Background: an optimization exercise with open tools, aiming at small area and a short achievable clock period. Do not read the settings as production practice.
No functional check of the RTL was part of this run.
The flow treats the clock pin as an ideal source, which a real chip does not have.

==> design/flow/flow/run.sh <==
#!/bin/bash
# Standard layout with two changes: the smallest buffer on each port, and
# useful clock skew between registers after clock tree synthesis (skew.tcl).
export BUFFER_PORTS_ARGS="-buffer_cell sky130_fd_sc_hd__buf_1"
export POST_CTS_TCL="$PWD/flow/skew.tcl"
export SKIP_CTS_REPAIR_TIMING=1
bash standard.sh > standard.log 2>&1
==> design/flow/flow/skew.py <==
#!/usr/bin/env python3
"""Plan a later clock arrival for registers (useful skew).

usage: skew.py PATHS PERIOD

PATHS holds lines "kind from to slack" as skew.tcl writes them. A delay D[r]
(>= 0) on register r's clock changes a register-to-register path s->e by
D[s] - D[e]. The plan finds the smallest period T such that:
  setup   (PERIOD - slack) + D[s] - D[e] <= T      for register pairs
  hold    slack + D[s] - D[e] >= HOLD_MARGIN
  output  (PERIOD - slack) + D[s] <= T            (the skew may only hurt)
  input   (PERIOD - slack) <= T                   (no gain from the skew)
  D[r] <= DMAX
and prints, for each register that needs a delay, a chain of delay cells.
"""
import sys

DMAX = 1.2
HOLD_MARGIN = 0.3
LEVEL_COST = 0.15
# cells and the delay each adds in front of one register's clock pin (ns)
CELLS = [
    ('sky130_fd_sc_hd__clkbuf_1', 0.09, 3.75),
    ('sky130_fd_sc_hd__dlygate4sd1_1', 0.20, 8.76),
    ('sky130_fd_sc_hd__clkdlybuf4s50_1', 0.46, 10.01),
]

path_file, period = sys.argv[1], float(sys.argv[2])
setup, hold, outp, inp, inhold = {}, {}, {}, {}, {}
regs = set()
for line in open(path_file):
    f = line.split()
    if len(f) != 4:
        continue
    kind, s, e, sl = f[0], f[1], f[2], float(f[3])
    if kind == 'max':
        setup[(s, e)] = min(setup.get((s, e), 1e9), sl)
        regs.update((s, e))
    elif kind == 'min':
        hold[(s, e)] = min(hold.get((s, e), 1e9), sl)
        regs.update((s, e))
    elif kind == 'outmax':
        outp[s] = min(outp.get(s, 1e9), sl)
        regs.add(s)
    elif kind == 'inmax':
        inp[e] = min(inp.get(e, 1e9), sl)
        regs.add(e)
    elif kind == 'inmin':
        inhold[e] = min(inhold.get(e, 1e9), sl)
        regs.add(e)
regs = sorted(regs)
idx = {r: i + 1 for i, r in enumerate(regs)}


def solve(T):
    # difference constraints x[b] >= x[a] + w as edges (a, b, w); longest path
    edges = []
    for r in regs:
        ub = DMAX
        if r in inhold:
            ub = min(ub, max(0.0, inhold[r] - HOLD_MARGIN))
        if r in outp:
            ub = min(ub, T - (period - outp[r]))
        if ub < 0:
            return None
        edges.append((0, idx[r], 0.0))
        edges.append((idx[r], 0, -ub))
    for (s, e), sl in setup.items():
        d = period - sl
        if s == e:
            if d > T:
                return None
            continue
        edges.append((idx[s], idx[e], d - T))
    for (s, e), sl in hold.items():
        if s == e:
            continue
        # D[e] - D[s] <= sl - margin
        edges.append((idx[e], idx[s], -max(0.0, sl - HOLD_MARGIN)))
    for e, sl in inp.items():
        if period - sl > T:
            return None
    n = len(regs) + 1
    x = [0.0] + [-1e18] * (n - 1)
    for it in range(n + 1):
        changed = False
        for a, b, w in edges:
            if x[a] > -1e17 and x[a] + w > x[b] + 1e-9:
                x[b] = x[a] + w
                changed = True
        if not changed:
            return {r: x[idx[r]] for r in regs}
        if x[0] > 1e-9:
            return None
    return None


t0 = max([period - sl for sl in setup.values()] + [period - sl for sl in inp.values()]
         + [period - sl for sl in outp.values()])
lo, hi = 0.0, t0
if solve(hi) is None:
    print(f'# no skew plan (T0 {t0:.3f})')
    sys.exit(0)
for _ in range(40):
    m = (lo + hi) / 2
    if solve(m) is None:
        lo = m
    else:
        hi = m
T = hi
D = solve(T)
print(f'# period without skew {t0:.3f}, with skew {T:.3f}')


CELL_D = {c[0]: c[1] for c in CELLS}


def chain(delta):
    # fewest-area chain of cells whose delay is closest to delta
    best = None
    for a in range(0, 4):
        for b in range(0, 4):
            for c in range(0, 4):
                if a + b + c == 0 or a + b + c > 4:
                    continue
                n = (a, b, c)
                d = sum(k * cell[1] for k, cell in zip(n, CELLS))
                area = sum(k * cell[2] for k, cell in zip(n, CELLS))
                cost = abs(d - delta) + 0.004 * area
                if best is None or cost < best[0]:
                    best = (cost, n)
    out = []
    for k, cell in zip(best[1], CELLS):
        out += [cell[0]] * k
    return out


# Shared delays: the registers are put on a few levels; level k is reached
# through a cascade of delay stages, each stage driving the registers of its
# level and the next stage.
need = sorted((D[r], r) for r in regs if D[r] >= 0.06)
if not need:
    sys.exit(0)
vals = [v for v, _ in need]


def levels_for(k):
    # 1-D k-means on the wanted delays
    cent = [vals[int((i + 0.5) * len(vals) / k)] for i in range(k)]
    for _ in range(50):
        groups = [[] for _ in cent]
        for v in vals:
            groups[min(range(k), key=lambda i: abs(v - cent[i]))].append(v)
        cent = [sum(g) / len(g) if g else c for g, c in zip(groups, cent)]
    err = sum(min(abs(v - c) for c in cent) for v in vals)
    return sorted(cent), err


best = None
for k in range(1, 7):
    cent, err = levels_for(k)
    cost = err + LEVEL_COST * k
    if best is None or cost < best[0]:
        best = (cost, cent)
cent = best[1]
prev = 0.0
real = 0.0
lev_of = {r: min(range(len(cent)), key=lambda i: abs(v - cent[i])) + 1 for v, r in need}
for k, c in enumerate(cent, 1):
    # each stage ends in a stronger buffer that drives its registers and the
    # next stage
    nload = sum(1 for r in lev_of if lev_of[r] == k) + (1 if k < len(cent) else 0)
    driver = ('sky130_fd_sc_hd__clkbuf_8', 0.12) if nload > 3 else ('sky130_fd_sc_hd__clkbuf_4', 0.12)
    rest = c - real - driver[1]
    cells = chain(rest) if rest > 0.05 else []
    cells.append(driver[0])
    real += sum(CELL_D.get(x, driver[1]) for x in cells)
    print('stage', k, f'{c:.3f}', ' '.join(cells))
for v, r in need:
    print('level', r, lev_of[r], f'{v:.3f}')
==> design/flow/flow/skew.tcl <==
# Useful clock skew between registers, run after clock tree synthesis
# (POST_CTS_TCL). It measures the worst setup and hold slack of every
# register-to-register path, and the worst slack of every path from an input
# and to an output, then asks skew.py for a later clock arrival for each
# register that shortens the period set by the register-to-register paths.
# Paths from the inputs and to the outputs get no gain from it: an input path
# must meet that period without the skew, and an output path must meet it with
# the skew. The delays are made by clock buffers put in front of the
# registers' clock pins.

set skew_dir [file dirname [file normalize [info script]]]
set work_dir [file dirname $skew_dir]
set_propagated_clock [all_clocks]
estimate_parasitics -placement

set regs [all_registers -cells]
set clkpin [dict create]
set dpin [dict create]
set cellof [dict create]
foreach r $regs {
  set n [get_full_name $r]
  dict set cellof $n $r
  foreach p [get_pins -of_objects $r] {
    set pn [get_property $p lib_pin_name]
    if { $pn == "CLK" } { dict set clkpin $n $p }
    if { $pn == "D" } { dict set dpin $n $p }
  }
}

set f [open $work_dir/skew_paths.txt w]
foreach r $regs {
  set n [get_full_name $r]
  set cp [dict get $clkpin $n]
  foreach {kind pd} {max max min min} {
    set paths [find_timing_paths -from $cp -path_delay $pd \
      -group_path_count 10000 -endpoint_path_count 1 -unique_paths_to_endpoint]
    foreach p $paths {
      set ep [get_property $p endpoint]
      set epn [get_full_name $ep]
      if { [get_property $ep direction] == "output" } {
        puts $f "out$kind $n - [get_property $p slack]"
      } else {
        set einst [get_full_name [get_cells -of_objects $ep]]
        puts $f "$kind $n $einst [get_property $p slack]"
      }
    }
  }
  set dp [dict get $dpin $n]
  foreach {kind pd} {inmax max inmin min} {
    set paths [find_timing_paths -from [all_inputs] -to $dp -path_delay $pd]
    foreach p $paths {
      puts $f "$kind - $n [get_property $p slack]"
    }
  }
}
close $f

set period [get_property [lindex [all_clocks] 0] period]
exec python3 $skew_dir/skew.py $work_dir/skew_paths.txt $period > $work_dir/skew_plan.txt
puts "skew plan:"
puts [exec cat $work_dir/skew_plan.txt]

set block [ord::get_db_block]
set stages {}
set level [dict create]
foreach line [split [exec cat $work_dir/skew_plan.txt] "\n"] {
  if { [lindex $line 0] == "stage" } { lappend stages [lrange $line 3 end] }
  if { [lindex $line 0] == "level" } { dict set level [lindex $line 1] [lindex $line 2] }
}
set nbuf 0
set drv_net ""
set k 0
foreach cells $stages {
  incr k
  set pins {}
  set sx 0
  set sy 0
  set np 0
  dict for {n lv} $level {
    if { $lv >= $k } {
      lappend pins [dict get $clkpin $n]
      set loc [[sta::sta_to_db_inst [dict get $cellof $n]] getLocation]
      set sx [expr { $sx + [lindex $loc 0] }]
      set sy [expr { $sy + [lindex $loc 1] }]
      incr np
    }
  }
  if { $np == 0 } { break }
  set xy [list [ord::dbu_to_microns [expr { $sx / $np }]] [ord::dbu_to_microns [expr { $sy / $np }]]]
  foreach cell $cells {
    if { $drv_net == "" } {
      set net [get_nets -of_objects [lindex $pins end]]
      insert_buffer -buffer_cell $cell -net $net -load_pins $pins -load_pins_on_diff_nets \
        -location $xy -buffer_name skewbuf_$nbuf -net_name skewnet_$nbuf
    } else {
      insert_buffer -buffer_cell $cell -net $drv_net -load_pins $pins \
        -location $xy -buffer_name skewbuf_$nbuf -net_name skewnet_$nbuf
    }
    set drv_net [get_nets skewnet_$nbuf]
    set bnet [$block findNet skewnet_$nbuf]
    if { $bnet ne "NULL" && $bnet ne "" } { $bnet setSigType CLOCK }
    incr nbuf
  }
}
puts "skew buffers inserted: $nbuf"

detailed_placement
check_placement -verbose
estimate_parasitics -placement
report_worst_slack -max
report_worst_slack -min
==> design/flow/standard.sh <==
#!/bin/bash
# synth_recipe.tcl (not shown) runs the flow's synth.tcl, then flattens the netlist and writes it again
# the make line also repeats each setting of config.mk as NAME=value (left out here)
make -C /OpenROAD-flow-scripts/flow DESIGN_CONFIG=/design/flow/config.mk WORK_HOME=/design/flow/orfs CLKGATE_MAP_FILE= SYNTH_SCRIPT=/design/flow/synth_recipe.tcl "${@:-finish}"
==> design/flow/config.mk <==
export PLATFORM = sky130hd
export DESIGN_NAME = prng
export DESIGN_NICKNAME = prng
export VERILOG_FILES = /design/flow/design.v
export SDC_FILE = /design/flow/constraint.sdc
export NUM_CORES = 4
export LEC_CHECK = 0
export CAP_MARGIN = 20
export CORE_MARGIN = 2
export CORE_UTILIZATION = 50
export CTS_BUF_LIST = sky130_fd_sc_hd__clkbuf_4 sky130_fd_sc_hd__clkbuf_8
export SETUP_SLACK_MARGIN = 3.0
export SLEW_MARGIN = 20
export SYNTH_HIERARCHICAL = 1
==> design/flow/constraint.sdc <==
create_clock -name core_clock -period 7.0 [get_ports {clk}]
set_input_delay 1.4000 -clock core_clock [delete_from_list [all_inputs] [get_ports {clk}]]
set_output_delay 1.4000 -clock core_clock [all_outputs]
set_load 0.01 [all_outputs]
==> design/flow/design.v <==
module prng (
    input logic [31:0] seed,
    output logic [31:0] rand_num,
    input logic clk,
    input logic rst
);
    logic [31:0] state;
    wire [30:0] x = state[30:0];
    wire [30:0] xn = ~state[30:0];
    wire [30:0] nxt;
    wire s0; wire c0;
    assign s0 = 1'b1 ^ xn[0] ^ x[2];
    assign c0 = (1'b1 & xn[0]) | (1'b1 & x[2]) | (xn[0] & x[2]);
    wire s1; wire c1;
    assign s1 = 1'b1 ^ xn[1] ^ x[3];
    assign c1 = (1'b1 & xn[1]) | (1'b1 & x[3]) | (xn[1] & x[3]);
    wire s2; wire c2;
    fa u2 (.a(xn[2]), .b(xn[0]), .c(x[4]), .s(s2), .co(c2));
    wire s3; wire c3;
    fa u3 (.a(xn[3]), .b(xn[1]), .c(x[5]), .s(s3), .co(c3));
    wire s4; wire c4;
    assign s4 = 1'b0 ^ x[4] ^ x[2];
    assign c4 = (1'b0 & x[4]) | (1'b0 & x[2]) | (x[4] & x[2]);
    wire s5; wire c5;
    fa u5 (.a(x[6]), .b(~s4), .c(c3), .s(s5), .co(c5));
    wire s6; wire c6;
    fa u6 (.a(xn[5]), .b(xn[3]), .c(x[0]), .s(s6), .co(c6));
    wire s7; wire c7;
    fa u7 (.a(~c4), .b(x[7]), .c(s6), .s(s7), .co(c7));
    wire s8; wire c8;
    fa u8 (.a(xn[6]), .b(xn[4]), .c(x[1]), .s(s8), .co(c8));
    wire s9; wire c9;
    fa u9 (.a(c6), .b(x[8]), .c(s8), .s(s9), .co(c9));
    wire s10; wire c10;
    assign s10 = 1'b0 ^ x[7] ^ x[5];
    assign c10 = (1'b0 & x[7]) | (1'b0 & x[5]) | (x[7] & x[5]);
    wire s11; wire c11;
    fa u11 (.a(x[2]), .b(xn[0]), .c(c8), .s(s11), .co(c11));
    wire s12; wire c12;
    fa u12 (.a(x[9]), .b(~s10), .c(c9), .s(s12), .co(c12));
    wire s13; wire c13;
    fa u13 (.a(xn[8]), .b(xn[6]), .c(xn[1]), .s(s13), .co(c13));
    wire s14; wire c14;
    fa u14 (.a(x[3]), .b(~c10), .c(x[10]), .s(s14), .co(c14));
    wire s15; wire c15;
    fa u15 (.a(s13), .b(c11), .c(s14), .s(s15), .co(c15));
    wire s16; wire c16;
    fa u16 (.a(xn[9]), .b(xn[7]), .c(xn[2]), .s(s16), .co(c16));
    wire s17; wire c17;
    fa u17 (.a(x[4]), .b(c13), .c(x[11]), .s(s17), .co(c17));
    wire s18; wire c18;
    fa u18 (.a(s16), .b(c14), .c(s17), .s(s18), .co(c18));
    wire s19; wire c19;
    assign s19 = 1'b0 ^ x[10] ^ x[8];
    assign c19 = (1'b0 & x[10]) | (1'b0 & x[8]) | (x[10] & x[8]);
    wire s20; wire c20;
    fa u20 (.a(x[5]), .b(xn[3]), .c(x[0]), .s(s20), .co(c20));
    wire s21; wire c21;
    fa u21 (.a(c16), .b(x[12]), .c(~s19), .s(s21), .co(c21));
    wire s22; wire c22;
    fa u22 (.a(s20), .b(c17), .c(s21), .s(s22), .co(c22));
    wire s23; wire c23;
    assign s23 = 1'b0 ^ x[11] ^ x[9];
    assign c23 = (1'b0 & x[11]) | (1'b0 & x[9]) | (x[11] & x[9]);
    wire s24; wire c24;
    fa u24 (.a(x[6]), .b(xn[4]), .c(x[1]), .s(s24), .co(c24));
    wire s25; wire c25;
    fa u25 (.a(~c19), .b(c20), .c(x[13]), .s(s25), .co(c25));
    wire s26; wire c26;
    fa u26 (.a(~s23), .b(s24), .c(c21), .s(s26), .co(c26));
    wire s27; wire c27;
    fa u27 (.a(s25), .b(c22), .c(s26), .s(s27), .co(c27));
    wire s28; wire c28;
    fa u28 (.a(xn[12]), .b(xn[10]), .c(xn[5]), .s(s28), .co(c28));
    wire s29; wire c29;
    fa u29 (.a(x[7]), .b(x[2]), .c(x[0]), .s(s29), .co(c29));
    wire s30; wire c30;
    fa u30 (.a(~c23), .b(c24), .c(x[14]), .s(s30), .co(c30));
    wire s31; wire c31;
    fa u31 (.a(s28), .b(s29), .c(c25), .s(s31), .co(c31));
    wire s32; wire c32;
    fa u32 (.a(s30), .b(c26), .c(s31), .s(s32), .co(c32));
    wire s33; wire c33;
    fa u33 (.a(xn[13]), .b(xn[11]), .c(xn[6]), .s(s33), .co(c33));
    wire s34; wire c34;
    fa u34 (.a(x[8]), .b(x[3]), .c(x[1]), .s(s34), .co(c34));
    wire s35; wire c35;
    fa u35 (.a(c28), .b(c29), .c(x[15]), .s(s35), .co(c35));
    wire s36; wire c36;
    fa u36 (.a(s33), .b(s34), .c(c30), .s(s36), .co(c36));
    wire s37; wire c37;
    fa u37 (.a(s35), .b(c31), .c(s36), .s(s37), .co(c37));
    wire s38; wire c38;
    fa u38 (.a(xn[14]), .b(xn[12]), .c(xn[7]), .s(s38), .co(c38));
    wire s39; wire c39;
    fa u39 (.a(x[9]), .b(x[4]), .c(x[2]), .s(s39), .co(c39));
    wire s40; wire c40;
    fa u40 (.a(c33), .b(c34), .c(s38), .s(s40), .co(c40));
    wire s41; wire c41;
    fa u41 (.a(s39), .b(x[16]), .c(c35), .s(s41), .co(c41));
    wire s42; wire c42;
    fa u42 (.a(s40), .b(c36), .c(s41), .s(s42), .co(c42));
    wire s43; wire c43;
    assign s43 = 1'b0 ^ x[15] ^ x[13];
    assign c43 = (1'b0 & x[15]) | (1'b0 & x[13]) | (x[15] & x[13]);
    wire s44; wire c44;
    fa u44 (.a(x[10]), .b(x[5]), .c(x[3]), .s(s44), .co(c44));
    wire s45; wire c45;
    fa u45 (.a(xn[8]), .b(xn[0]), .c(c38), .s(s45), .co(c45));
    wire s46; wire c46;
    fa u46 (.a(c39), .b(~s43), .c(s44), .s(s46), .co(c46));
    wire s47; wire c47;
    fa u47 (.a(x[17]), .b(c40), .c(s45), .s(s47), .co(c47));
    wire s48; wire c48;
    fa u48 (.a(s46), .b(c41), .c(s47), .s(s48), .co(c48));
    wire s49; wire c49;
    fa u49 (.a(xn[14]), .b(xn[9]), .c(xn[1]), .s(s49), .co(c49));
    wire s50; wire c50;
    fa u50 (.a(x[11]), .b(x[6]), .c(x[4]), .s(s50), .co(c50));
    wire s51; wire c51;
    fa u51 (.a(xn[16]), .b(~c43), .c(c44), .s(s51), .co(c51));
    wire s52; wire c52;
    fa u52 (.a(s49), .b(s50), .c(x[18]), .s(s52), .co(c52));
    wire s53; wire c53;
    fa u53 (.a(c45), .b(c46), .c(s51), .s(s53), .co(c53));
    wire s54; wire c54;
    fa u54 (.a(s52), .b(c47), .c(s53), .s(s54), .co(c54));
    wire s55; wire c55;
    fa u55 (.a(xn[15]), .b(xn[10]), .c(xn[2]), .s(s55), .co(c55));
    wire s56; wire c56;
    fa u56 (.a(x[12]), .b(x[7]), .c(x[5]), .s(s56), .co(c56));
    wire s57; wire c57;
    fa u57 (.a(x[0]), .b(c49), .c(c50), .s(s57), .co(c57));
    wire s58; wire c58;
    fa u58 (.a(xn[17]), .b(s55), .c(s56), .s(s58), .co(c58));
    wire s59; wire c59;
    fa u59 (.a(x[19]), .b(c51), .c(s57), .s(s59), .co(c59));
    wire s60; wire c60;
    fa u60 (.a(s58), .b(c52), .c(c53), .s(s60), .co(c60));
    wire s61; wire c61;
    fa u61 (.a(s59), .b(c54), .c(s60), .s(s61), .co(c61));
    wire s62; wire c62;
    fa u62 (.a(x[13]), .b(x[8]), .c(x[6]), .s(s62), .co(c62));
    wire s63; wire c63;
    fa u63 (.a(xn[11]), .b(xn[3]), .c(x[1]), .s(s63), .co(c63));
    wire s64; wire c64;
    fa u64 (.a(xn[16]), .b(xn[18]), .c(c55), .s(s64), .co(c64));
    wire s65; wire c65;
    fa u65 (.a(c56), .b(s62), .c(s63), .s(s65), .co(c65));
    wire s66; wire c66;
    fa u66 (.a(x[20]), .b(c57), .c(c58), .s(s66), .co(c66));
    wire s67; wire c67;
    fa u67 (.a(s64), .b(s65), .c(c59), .s(s67), .co(c67));
    wire s68; wire c68;
    fa u68 (.a(s66), .b(c60), .c(s67), .s(s68), .co(c68));
    wire s69; wire c69;
    fa u69 (.a(x[14]), .b(x[9]), .c(x[7]), .s(s69), .co(c69));
    wire s70; wire c70;
    fa u70 (.a(xn[12]), .b(xn[4]), .c(x[2]), .s(s70), .co(c70));
    wire s71; wire c71;
    fa u71 (.a(xn[17]), .b(xn[19]), .c(c62), .s(s71), .co(c71));
    wire s72; wire c72;
    fa u72 (.a(c63), .b(s69), .c(s70), .s(s72), .co(c72));
    wire s73; wire c73;
    fa u73 (.a(c64), .b(x[21]), .c(c65), .s(s73), .co(c73));
    wire s74; wire c74;
    fa u74 (.a(s71), .b(s72), .c(c66), .s(s74), .co(c74));
    wire s75; wire c75;
    fa u75 (.a(s73), .b(c67), .c(s74), .s(s75), .co(c75));
    wire s76; wire c76;
    assign s76 = 1'b1 ^ x[15] ^ x[10];
    assign c76 = (1'b1 & x[15]) | (1'b1 & x[10]) | (x[15] & x[10]);
    wire s77; wire c77;
    fa u77 (.a(xn[13]), .b(xn[5]), .c(xn[0]), .s(s77), .co(c77));
    wire s78; wire c78;
    fa u78 (.a(x[8]), .b(x[3]), .c(xn[18]), .s(s78), .co(c78));
    wire s79; wire c79;
    fa u79 (.a(xn[20]), .b(c69), .c(c70), .s(s79), .co(c79));
    wire s80; wire c80;
    fa u80 (.a(s76), .b(s77), .c(s78), .s(s80), .co(c80));
    wire s81; wire c81;
    fa u81 (.a(c71), .b(c72), .c(s79), .s(s81), .co(c81));
    wire s82; wire c82;
    fa u82 (.a(x[22]), .b(s80), .c(c73), .s(s82), .co(c82));
    wire s83; wire c83;
    fa u83 (.a(s81), .b(c74), .c(s82), .s(s83), .co(c83));
    wire s84; wire c84;
    fa u84 (.a(xn[14]), .b(xn[6]), .c(xn[1]), .s(s84), .co(c84));
    wire s85; wire c85;
    fa u85 (.a(x[11]), .b(x[9]), .c(x[4]), .s(s85), .co(c85));
    wire s86; wire c86;
    fa u86 (.a(x[16]), .b(xn[19]), .c(xn[21]), .s(s86), .co(c86));
    wire s87; wire c87;
    fa u87 (.a(c76), .b(c77), .c(s84), .s(s87), .co(c87));
    wire s88; wire c88;
    fa u88 (.a(s85), .b(c78), .c(c79), .s(s88), .co(c88));
    wire s89; wire c89;
    fa u89 (.a(s86), .b(s87), .c(x[23]), .s(s89), .co(c89));
    wire s90; wire c90;
    fa u90 (.a(c80), .b(c81), .c(s88), .s(s90), .co(c90));
    wire s91; wire c91;
    fa u91 (.a(s89), .b(c82), .c(s90), .s(s91), .co(c91));
    wire s92; wire c92;
    fa u92 (.a(xn[15]), .b(xn[7]), .c(xn[2]), .s(s92), .co(c92));
    wire s93; wire c93;
    fa u93 (.a(x[12]), .b(x[10]), .c(x[5]), .s(s93), .co(c93));
    wire s94; wire c94;
    fa u94 (.a(x[17]), .b(c84), .c(c85), .s(s94), .co(c94));
    wire s95; wire c95;
    fa u95 (.a(xn[20]), .b(xn[22]), .c(s92), .s(s95), .co(c95));
    wire s96; wire c96;
    fa u96 (.a(s93), .b(c86), .c(c87), .s(s96), .co(c96));
    wire s97; wire c97;
    fa u97 (.a(s94), .b(s95), .c(x[24]), .s(s97), .co(c97));
    wire s98; wire c98;
    fa u98 (.a(c88), .b(s96), .c(c89), .s(s98), .co(c98));
    wire s99; wire c99;
    fa u99 (.a(s97), .b(c90), .c(s98), .s(s99), .co(c99));
    wire s100; wire c100;
    fa u100 (.a(x[13]), .b(x[11]), .c(x[6]), .s(s100), .co(c100));
    wire s101; wire c101;
    fa u101 (.a(xn[8]), .b(xn[3]), .c(x[0]), .s(s101), .co(c101));
    wire s102; wire c102;
    fa u102 (.a(xn[16]), .b(x[18]), .c(xn[21]), .s(s102), .co(c102));
    wire s103; wire c103;
    fa u103 (.a(c92), .b(c93), .c(s100), .s(s103), .co(c103));
    wire s104; wire c104;
    fa u104 (.a(s101), .b(xn[23]), .c(c94), .s(s104), .co(c104));
    wire s105; wire c105;
    fa u105 (.a(s102), .b(c95), .c(s103), .s(s105), .co(c105));
    wire s106; wire c106;
    fa u106 (.a(x[25]), .b(c96), .c(s104), .s(s106), .co(c106));
    wire s107; wire c107;
    fa u107 (.a(s105), .b(c97), .c(s106), .s(s107), .co(c107));
    wire s108; wire c108;
    fa u108 (.a(c98), .b(s107), .c(c99), .s(s108), .co(c108));
    wire s109; wire c109;
    fa u109 (.a(x[14]), .b(x[12]), .c(x[7]), .s(s109), .co(c109));
    wire s110; wire c110;
    fa u110 (.a(xn[9]), .b(xn[4]), .c(x[1]), .s(s110), .co(c110));
    wire s111; wire c111;
    fa u111 (.a(xn[17]), .b(c100), .c(c101), .s(s111), .co(c111));
    wire s112; wire c112;
    fa u112 (.a(x[19]), .b(s109), .c(s110), .s(s112), .co(c112));
    wire s113; wire c113;
    fa u113 (.a(xn[22]), .b(xn[24]), .c(c102), .s(s113), .co(c113));
    wire s114; wire c114;
    fa u114 (.a(c103), .b(s111), .c(s112), .s(s114), .co(c114));
    wire s115; wire c115;
    fa u115 (.a(x[26]), .b(c104), .c(s113), .s(s115), .co(c115));
    wire s116; wire c116;
    fa u116 (.a(c105), .b(s114), .c(c106), .s(s116), .co(c116));
    wire s117; wire c117;
    fa u117 (.a(s115), .b(c107), .c(s116), .s(s117), .co(c117));
    wire s118; wire c118;
    fa u118 (.a(x[15]), .b(x[13]), .c(x[8]), .s(s118), .co(c118));
    wire s119; wire c119;
    fa u119 (.a(xn[10]), .b(xn[5]), .c(x[2]), .s(s119), .co(c119));
    wire s120; wire c120;
    fa u120 (.a(xn[18]), .b(c109), .c(c110), .s(s120), .co(c120));
    wire s121; wire c121;
    fa u121 (.a(x[20]), .b(s118), .c(s119), .s(s121), .co(c121));
    wire s122; wire c122;
    fa u122 (.a(xn[23]), .b(xn[25]), .c(c111), .s(s122), .co(c122));
    wire s123; wire c123;
    fa u123 (.a(c112), .b(s120), .c(s121), .s(s123), .co(c123));
    wire s124; wire c124;
    fa u124 (.a(c113), .b(x[27]), .c(s122), .s(s124), .co(c124));
    wire s125; wire c125;
    fa u125 (.a(c114), .b(s123), .c(c115), .s(s125), .co(c125));
    wire s126; wire c126;
    fa u126 (.a(s124), .b(c116), .c(s125), .s(s126), .co(c126));
    wire s127; wire c127;
    fa u127 (.a(x[14]), .b(x[9]), .c(x[3]), .s(s127), .co(c127));
    wire s128; wire c128;
    fa u128 (.a(xn[11]), .b(xn[6]), .c(x[16]), .s(s128), .co(c128));
    wire s129; wire c129;
    fa u129 (.a(xn[19]), .b(c118), .c(c119), .s(s129), .co(c129));
    wire s130; wire c130;
    fa u130 (.a(x[21]), .b(s127), .c(s128), .s(s130), .co(c130));
    wire s131; wire c131;
    fa u131 (.a(xn[24]), .b(xn[26]), .c(c120), .s(s131), .co(c131));
    wire s132; wire c132;
    fa u132 (.a(c121), .b(s129), .c(s130), .s(s132), .co(c132));
    wire s133; wire c133;
    fa u133 (.a(c122), .b(x[28]), .c(s131), .s(s133), .co(c133));
    wire s134; wire c134;
    fa u134 (.a(c123), .b(s132), .c(c124), .s(s134), .co(c134));
    wire s135; wire c135;
    fa u135 (.a(s133), .b(c125), .c(s134), .s(s135), .co(c135));
    wire s136; wire c136;
    fa u136 (.a(x[15]), .b(x[10]), .c(x[4]), .s(s136), .co(c136));
    wire s137; wire c137;
    fa u137 (.a(xn[12]), .b(xn[7]), .c(x[17]), .s(s137), .co(c137));
    wire s138; wire c138;
    fa u138 (.a(xn[20]), .b(c127), .c(x[22]), .s(s138), .co(c138));
    wire s139; wire c139;
    fa u139 (.a(c128), .b(s136), .c(s137), .s(s139), .co(c139));
    wire s140; wire c140;
    fa u140 (.a(xn[25]), .b(xn[27]), .c(c129), .s(s140), .co(c140));
    wire s141; wire c141;
    fa u141 (.a(s138), .b(c130), .c(s139), .s(s141), .co(c141));
    wire s142; wire c142;
    fa u142 (.a(c131), .b(s140), .c(x[29]), .s(s142), .co(c142));
    wire s143; wire c143;
    fa u143 (.a(c132), .b(s141), .c(c133), .s(s143), .co(c143));
    wire s144; wire c144;
    fa u144 (.a(s142), .b(c134), .c(s143), .s(s144), .co(c144));
    wire s145;
    assign s145 = x[11] ^ x[5] ^ x[0];
    wire s146;
    assign s146 = xn[13] ^ xn[8] ^ x[16];
    wire s147;
    assign s147 = x[18] ^ xn[21] ^ c136;
    wire s148;
    assign s148 = s145 ^ x[23] ^ c137;
    wire s149;
    assign s149 = s146 ^ xn[26] ^ xn[28];
    wire s150;
    assign s150 = c138 ^ s147 ^ c139;
    wire s151;
    assign s151 = s148 ^ c140 ^ s149;
    wire s152;
    assign s152 = x[30] ^ c141 ^ s150;
    wire s153;
    assign s153 = c142 ^ s151 ^ s152;
    wire s154;
    assign s154 = c143 ^ s153 ^ c144;
    wire [30:0] ra, rb;
    assign ra[0] = x[0];
    assign rb[0] = 1'b1;
    assign ra[1] = x[1];
    assign rb[1] = 1'b0;
    assign ra[2] = s0;
    assign rb[2] = 1'b0;
    assign ra[3] = c0;
    assign rb[3] = s1;
    assign ra[4] = c1;
    assign rb[4] = s2;
    assign ra[5] = c2;
    assign rb[5] = s3;
    assign ra[6] = s5;
    assign rb[6] = 1'b0;
    assign ra[7] = c5;
    assign rb[7] = s7;
    assign ra[8] = c7;
    assign rb[8] = s9;
    assign ra[9] = s11;
    assign rb[9] = s12;
    assign ra[10] = c12;
    assign rb[10] = s15;
    assign ra[11] = c15;
    assign rb[11] = s18;
    assign ra[12] = c18;
    assign rb[12] = s22;
    assign ra[13] = s27;
    assign rb[13] = 1'b0;
    assign ra[14] = c27;
    assign rb[14] = s32;
    assign ra[15] = c32;
    assign rb[15] = s37;
    assign ra[16] = c37;
    assign rb[16] = s42;
    assign ra[17] = c42;
    assign rb[17] = s48;
    assign ra[18] = c48;
    assign rb[18] = s54;
    assign ra[19] = s61;
    assign rb[19] = 1'b0;
    assign ra[20] = c61;
    assign rb[20] = s68;
    assign ra[21] = c68;
    assign rb[21] = s75;
    assign ra[22] = c75;
    assign rb[22] = s83;
    assign ra[23] = c83;
    assign rb[23] = s91;
    assign ra[24] = c91;
    assign rb[24] = s99;
    assign ra[25] = s108;
    assign rb[25] = 1'b0;
    assign ra[26] = c108;
    assign rb[26] = s117;
    assign ra[27] = c117;
    assign rb[27] = s126;
    assign ra[28] = c126;
    assign rb[28] = s135;
    assign ra[29] = c135;
    assign rb[29] = s144;
    assign ra[30] = s154;
    assign rb[30] = 1'b0;
    wire [30:0] g0 = ra & rb;
    wire [30:0] p0 = ra ^ rb;
    wire gg1 = g0[1] | (p0[1] & g0[0]);
    wire gg2 = g0[2] | (p0[2] & gg1);
    wire gg3 = g0[3] | (p0[3] & g0[2]);
    wire pp3 = p0[3] & p0[2];
    wire gg4 = gg3 | (pp3 & gg1);
    wire gg5 = g0[4] | (p0[4] & g0[3]);
    wire pp5 = p0[4] & p0[3];
    wire gg6 = gg5 | (pp5 & gg2);
    wire gg7 = g0[5] | (p0[5] & g0[4]);
    wire pp7 = p0[5] & p0[4];
    wire gg8 = gg7 | (pp7 & g0[3]);
    wire pp8 = pp7 & p0[3];
    wire gg9 = gg8 | (pp8 & gg2);
    wire gg10 = g0[6] | (p0[6] & gg7);
    wire pp10 = p0[6] & pp7;
    wire gg11 = gg10 | (pp10 & gg4);
    wire gg12 = g0[7] | (p0[7] & g0[6]);
    wire pp12 = p0[7] & p0[6];
    wire gg13 = gg12 | (pp12 & gg9);
    wire gg14 = g0[8] | (p0[8] & g0[7]);
    wire pp14 = p0[8] & p0[7];
    wire gg15 = gg14 | (pp14 & g0[6]);
    wire pp15 = pp14 & p0[6];
    wire gg16 = gg15 | (pp15 & gg9);
    wire gg17 = g0[9] | (p0[9] & g0[8]);
    wire pp17 = p0[9] & p0[8];
    wire gg18 = gg17 | (pp17 & gg12);
    wire pp18 = pp17 & pp12;
    wire gg19 = gg18 | (pp18 & gg9);
    wire gg20 = g0[10] | (p0[10] & gg17);
    wire pp20 = p0[10] & pp17;
    wire gg21 = gg20 | (pp20 & gg13);
    wire gg22 = g0[11] | (p0[11] & g0[10]);
    wire pp22 = p0[11] & p0[10];
    wire gg23 = gg22 | (pp22 & gg17);
    wire pp23 = pp22 & pp17;
    wire gg24 = gg23 | (pp23 & gg13);
    wire gg25 = g0[12] | (p0[12] & g0[11]);
    wire pp25 = p0[12] & p0[11];
    wire gg26 = g0[10] | (p0[10] & g0[9]);
    wire pp26 = p0[10] & p0[9];
    wire gg27 = gg25 | (pp25 & gg26);
    wire pp27 = pp25 & pp26;
    wire gg28 = gg27 | (pp27 & gg16);
    wire gg29 = g0[13] | (p0[13] & gg25);
    wire pp29 = p0[13] & pp25;
    wire gg30 = gg29 | (pp29 & gg21);
    wire gg31 = g0[14] | (p0[14] & g0[13]);
    wire pp31 = p0[14] & p0[13];
    wire gg32 = gg31 | (pp31 & gg28);
    wire gg33 = g0[15] | (p0[15] & g0[14]);
    wire pp33 = p0[15] & p0[14];
    wire gg34 = gg33 | (pp33 & gg29);
    wire pp34 = pp33 & pp29;
    wire gg35 = gg34 | (pp34 & gg21);
    wire gg36 = g0[16] | (p0[16] & g0[15]);
    wire pp36 = p0[16] & p0[15];
    wire gg37 = gg36 | (pp36 & gg31);
    wire pp37 = pp36 & pp31;
    wire gg38 = gg37 | (pp37 & gg28);
    wire gg39 = g0[17] | (p0[17] & g0[16]);
    wire pp39 = p0[17] & p0[16];
    wire gg40 = gg39 | (pp39 & gg33);
    wire pp40 = pp39 & pp33;
    wire gg41 = gg40 | (pp40 & gg30);
    wire gg42 = g0[18] | (p0[18] & g0[17]);
    wire pp42 = p0[18] & p0[17];
    wire gg43 = gg42 | (pp42 & gg36);
    wire pp43 = pp42 & pp36;
    wire gg44 = gg43 | (pp43 & gg32);
    wire gg45 = g0[19] | (p0[19] & gg43);
    wire pp45 = p0[19] & pp43;
    wire gg46 = gg45 | (pp45 & gg32);
    wire gg47 = g0[20] | (p0[20] & g0[19]);
    wire pp47 = p0[20] & p0[19];
    wire gg48 = gg47 | (pp47 & gg44);
    wire gg49 = g0[21] | (p0[21] & g0[20]);
    wire pp49 = p0[21] & p0[20];
    wire gg50 = g0[19] | (p0[19] & gg42);
    wire pp50 = p0[19] & pp42;
    wire gg51 = gg49 | (pp49 & gg50);
    wire pp51 = pp49 & pp50;
    wire gg52 = gg51 | (pp51 & gg38);
    wire gg53 = g0[22] | (p0[22] & g0[21]);
    wire pp53 = p0[22] & p0[21];
    wire gg54 = gg53 | (pp53 & gg47);
    wire pp54 = pp53 & pp47;
    wire gg55 = gg54 | (pp54 & gg44);
    wire gg56 = g0[23] | (p0[23] & g0[22]);
    wire pp56 = p0[23] & p0[22];
    wire gg57 = gg56 | (pp56 & gg49);
    wire pp57 = pp56 & pp49;
    wire gg58 = gg57 | (pp57 & gg46);
    wire gg59 = g0[24] | (p0[24] & g0[23]);
    wire pp59 = p0[24] & p0[23];
    wire gg60 = gg59 | (pp59 & gg53);
    wire pp60 = pp59 & pp53;
    wire gg61 = gg60 | (pp60 & gg48);
    wire gg62 = g0[24] | (p0[24] & gg56);
    wire pp62 = p0[24] & pp56;
    wire gg63 = g0[25] | (p0[25] & gg62);
    wire pp63 = p0[25] & pp62;
    wire gg64 = gg63 | (pp63 & gg52);
    wire gg65 = g0[26] | (p0[26] & g0[25]);
    wire pp65 = p0[26] & p0[25];
    wire gg66 = gg65 | (pp65 & gg61);
    wire gg67 = g0[27] | (p0[27] & g0[26]);
    wire pp67 = p0[27] & p0[26];
    wire gg68 = gg67 | (pp67 & g0[25]);
    wire pp68 = pp67 & p0[25];
    wire gg69 = gg68 | (pp68 & gg61);
    wire gg70 = g0[28] | (p0[28] & g0[27]);
    wire pp70 = p0[28] & p0[27];
    wire gg71 = gg70 | (pp70 & gg65);
    wire pp71 = pp70 & pp65;
    wire gg72 = gg71 | (pp71 & gg61);
    wire gg73 = g0[29] | (p0[29] & g0[28]);
    wire pp73 = p0[29] & p0[28];
    wire gg74 = gg73 | (pp73 & gg67);
    wire pp74 = pp73 & pp67;
    wire gg75 = gg74 | (pp74 & gg64);
    wire gg76 = gg73 | (pp73 & g0[27]);
    wire pp76 = pp73 & p0[27];
    wire gg77 = g0[30] | (p0[30] & gg76);
    wire pp77 = p0[30] & pp76;
    wire gg78 = gg77 | (pp77 & gg66);
    assign nxt[0] = p0[0];
    assign nxt[1] = p0[1] ^ g0[0];
    assign nxt[2] = p0[2] ^ gg1;
    assign nxt[3] = p0[3] ^ gg2;
    assign nxt[4] = p0[4] ^ gg4;
    assign nxt[5] = p0[5] ^ gg6;
    assign nxt[6] = p0[6] ^ gg9;
    assign nxt[7] = p0[7] ^ gg11;
    assign nxt[8] = p0[8] ^ gg13;
    assign nxt[9] = p0[9] ^ gg16;
    assign nxt[10] = p0[10] ^ gg19;
    assign nxt[11] = p0[11] ^ gg21;
    assign nxt[12] = p0[12] ^ gg24;
    assign nxt[13] = p0[13] ^ gg28;
    assign nxt[14] = p0[14] ^ gg30;
    assign nxt[15] = p0[15] ^ gg32;
    assign nxt[16] = p0[16] ^ gg35;
    assign nxt[17] = p0[17] ^ gg38;
    assign nxt[18] = p0[18] ^ gg41;
    assign nxt[19] = p0[19] ^ gg44;
    assign nxt[20] = p0[20] ^ gg46;
    assign nxt[21] = p0[21] ^ gg48;
    assign nxt[22] = p0[22] ^ gg52;
    assign nxt[23] = p0[23] ^ gg55;
    assign nxt[24] = p0[24] ^ gg58;
    assign nxt[25] = p0[25] ^ gg61;
    assign nxt[26] = p0[26] ^ gg64;
    assign nxt[27] = p0[27] ^ gg66;
    assign nxt[28] = p0[28] ^ gg69;
    assign nxt[29] = p0[29] ^ gg72;
    assign nxt[30] = p0[30] ^ gg75;
    always_ff @(posedge clk) begin
        if (rst) begin
            state <= seed;
        end else begin
            state <= {1'b0, nxt};
        end
        rand_num <= state;
    end
endmodule
module fa (
    input  logic a,
    input  logic b,
    input  logic c,
    output logic s,
    output logic co
);
    assign s = a ^ b ^ c;
    assign co = (a & b) | (a & c) | (b & c);
endmodule
==> notes.md <==
status=complete, no violations; commonest non-fill, non-tap cell in the layout=fa_1; crit start category=register; Setup CP Type=register to register; RSZ-0062 raised after global routing=yes; CTS tree=built; setup violators final=0; Hold Path End=state[28]; Post-synth EDFFs=0; Synthesis Warnings=7; Setup TNS=0 ns; initial antenna violation count=0; Die Y-Extent=113 µm; area added between synthesis and finish=13.9%; Post-Syn Instances=485; routed vias/inst=5.32; cell mode on critical path=fa_1; drt drc=0; HP Start=seed[28]; worst hold path class=input pin to register; WP data arrival=4.91 ns; vias in the first global route=4152; maxcap violations=0; Pre-antenna DRT Iters=24; first-pass GRT wire length=23.0 mm; fin. max-slew vios=0; GPL Wtd Cong=0.925; Reg clk slew, reported paths=0.07 ns; DP HPWL=11.3 mm; critical-path maximum fanout=7; IO Pins=66; Post-synth ARST share=0; Post-Route WL=14.0 mm; post-synth net total=689; worst skew pair latency=1.38 ns; layout cell share with drive strength beyond 1=0.162; sequential share of the synthesized area=0.216; slowest cell on the critical path=fa_1; number of synthesized register bits=64; clk sinks=64; DR vias=3783; Crit. End Element=register; Initial DRC Count=233; die area=0.0128 mm²; synth unique cells=50; fin crit period=3.85 ns; Synth Flop Type=dfxtp_1; worst r2r path cells=13; largest net degree at the start of global routing=63; Max stage delay on crit path=0.53 ns; ANT cells=0; hold path cells=3; Syn Area/Cell=12.3 µm²; WL/cell=19.6 µm; clock skew=1.03 ns; Multi-input gate area=0.00450 mm²; Slew headroom=0.598; Tot GR Track Use=0.247; fin crit share=0.550; Core Box Area=0.0115 mm²; Die W=113 µm; worst-path cell chain=inv_2, fa_1, fa_1, fa_1, fa_1, fa_1, ha_4, nand4_1, or3_1, o22ai_2, o211ai_4, nor3b_2, o31ai_1; FP Rows=39; grt ovf=0; fill count=968; Least-Margin Pin Slew=0.602 ns; f_max=0.260 GHz; Fin. Hold Viols=0; Buf/Inv on CP=1; Top delay family on crit path=adder cells; Mapped Area=0.00594 mm²; reg-to-reg startpoint=state[15]; IO buf count=65; most frequent cells in the layout=fa_1, buf_1, dfxtp_1; Starting Density=0.516; Nets=767; reg-to-reg slack, setup=3.15 ns; worst endpoint required time=8.06 ns; Reg area=0.00135 mm²; R2R Path End=state[27]; Antenna Nets Post-Route=0
worst max path at each step:
stage	from	to	depth (start not counted)
global placement	state[5]	state[28]	13
finish	state[15]	state[27]	13
global route	state[16]	state[22]	12
detailed placement	state[5]	state[28]	13
floorplan	state[14]	state[28]	14
cell type report, without the clock buffers:
| class | count | area share |
|---|---|---|
| multi-input cells | 355 | 0.665 |
| flip-flops and latches | 64 | 0.199 |
| clock inverters | 6 | 0.0102 |
| repair buffers | 66 | 0.0373 |
| well taps | 143 | 0.0264 |
| inverters | 59 | 0.0335 |
Yosys cell counts, types with 2 or more instances:
master	count	area, µm²
dfxtp_1	64	1280
o21ai_0	22	110
a221oi_1	2	17.5
o211ai_1	4	30.0
ha_1	33	413
nor2b_1	2	12.5
a211oi_2	2	25.0
clkbuf_1	4	15.0
fa_1	137	2740
nand3_1	5	25.0
a211oi_1	4	30.0
o21ba_2	3	30.0
or3_1	4	25.0
and2_1	2	12.5
xor2_1	6	52.6
xnor2_1	28	245
nor3_1	3	15.0
a2111oi_0	2	17.5
o31ai_1	5	37.5
a31oi_1	3	18.8
a21o_1	2	15.0
nor2_1	11	41.3
nor3b_1	3	22.5
mux2_2	3	33.8
nand2_1	32	120
inv_1	58	218
nand4_1	2	12.5
clkbuf_8	2	27.5
o211ai_2	3	37.5
o21a_1	3	22.5
a21oi_1	12	60.1
flip-flops by register name, summed over array words and instances (netlist names):
name / flops
rand_num: 32
state: 32
Yosys stat by module, one instance, submodules excluded:
module  cells  copies in the design  area [µm²]
prng      348                     1        3200
fa          1                   137        20.0
logic make-up (layout without fill, tap and decap cells):
kind of cell,Yosys count,in the layout,synth area share
adders and majority gates,170,170,0.531
AOI/OAI and AO/OA,78,78,0.0939
and+or+nand+nor,69,69,0.0549
buffers and inverters,66,149,0.0451
DFF,64,64,0.216
xor gates and xnor gates,35,35,0.0539
muxes,3,3,0.00568
layer usage:
| layer | share of wire | routed length [µm] | track usage |
|---|---|---|---|
| met1 | 0.47 | 6500 | 0.362 |
| met2 | 0.47 | 6630 | 0.376 |
| met3 | 0.044 | 612 | 0.0477 |
| met4 | 0.016 | 224 | 0.0821 |
| met5 | 0 | 0 | 0 |
tightest hold or removal path, stage by stage:
cell and delay, ns:
buf_1 0.07, inv_1 0.04, a221oi_1 0.07
through the flow:
step	hold slack (ns)	std cells	util	setup slack [ns]	instance area, µm²
5_1_grt	0.187	711	0.588	2.97	6770
3_3_place_gp	0.320	687	0.560	2.17	6450
3_5_place_dp	0.318	687	0.560	2.12	6450
2_1_floorplan	0.310	485	-	2.62	6060
6_report	0.260	711	0.588	3.15	6770

afterwards: timing with drivers on the ports:
The flow's constraints put no driver on any port. The routed layout listed below was extracted and timed again, unchanged, in two steps.
Step 1, drivers: a clkbuf_16 drives clk and a buf_2 each remaining input, both assumed.
Step 2, shift: input delay + t, output delay - t, t = (earliest + latest rising clock arrival at the registers) / 2. This alone moves slack from input paths to output paths.
Three values: ideal ports, drivers, drivers and shift; two values: the first two.
t, ns: 0.897
slack for setup (ns): 3.150 / 3.150 / 3.150
hold WS [ns]: 0.260 / 0.244 / 0.328
latest minus earliest clock arrival (ns): 1.033 / 1.033
slew at the worst register clock pin (ns): 0.09 / 0.09
In this run the clock reaches the registers at very different times; t lies between them, and the last value is a rough guide only. The setup slack of this run moves by 0.000 ns with the drivers and by 0.000 ns with both steps.
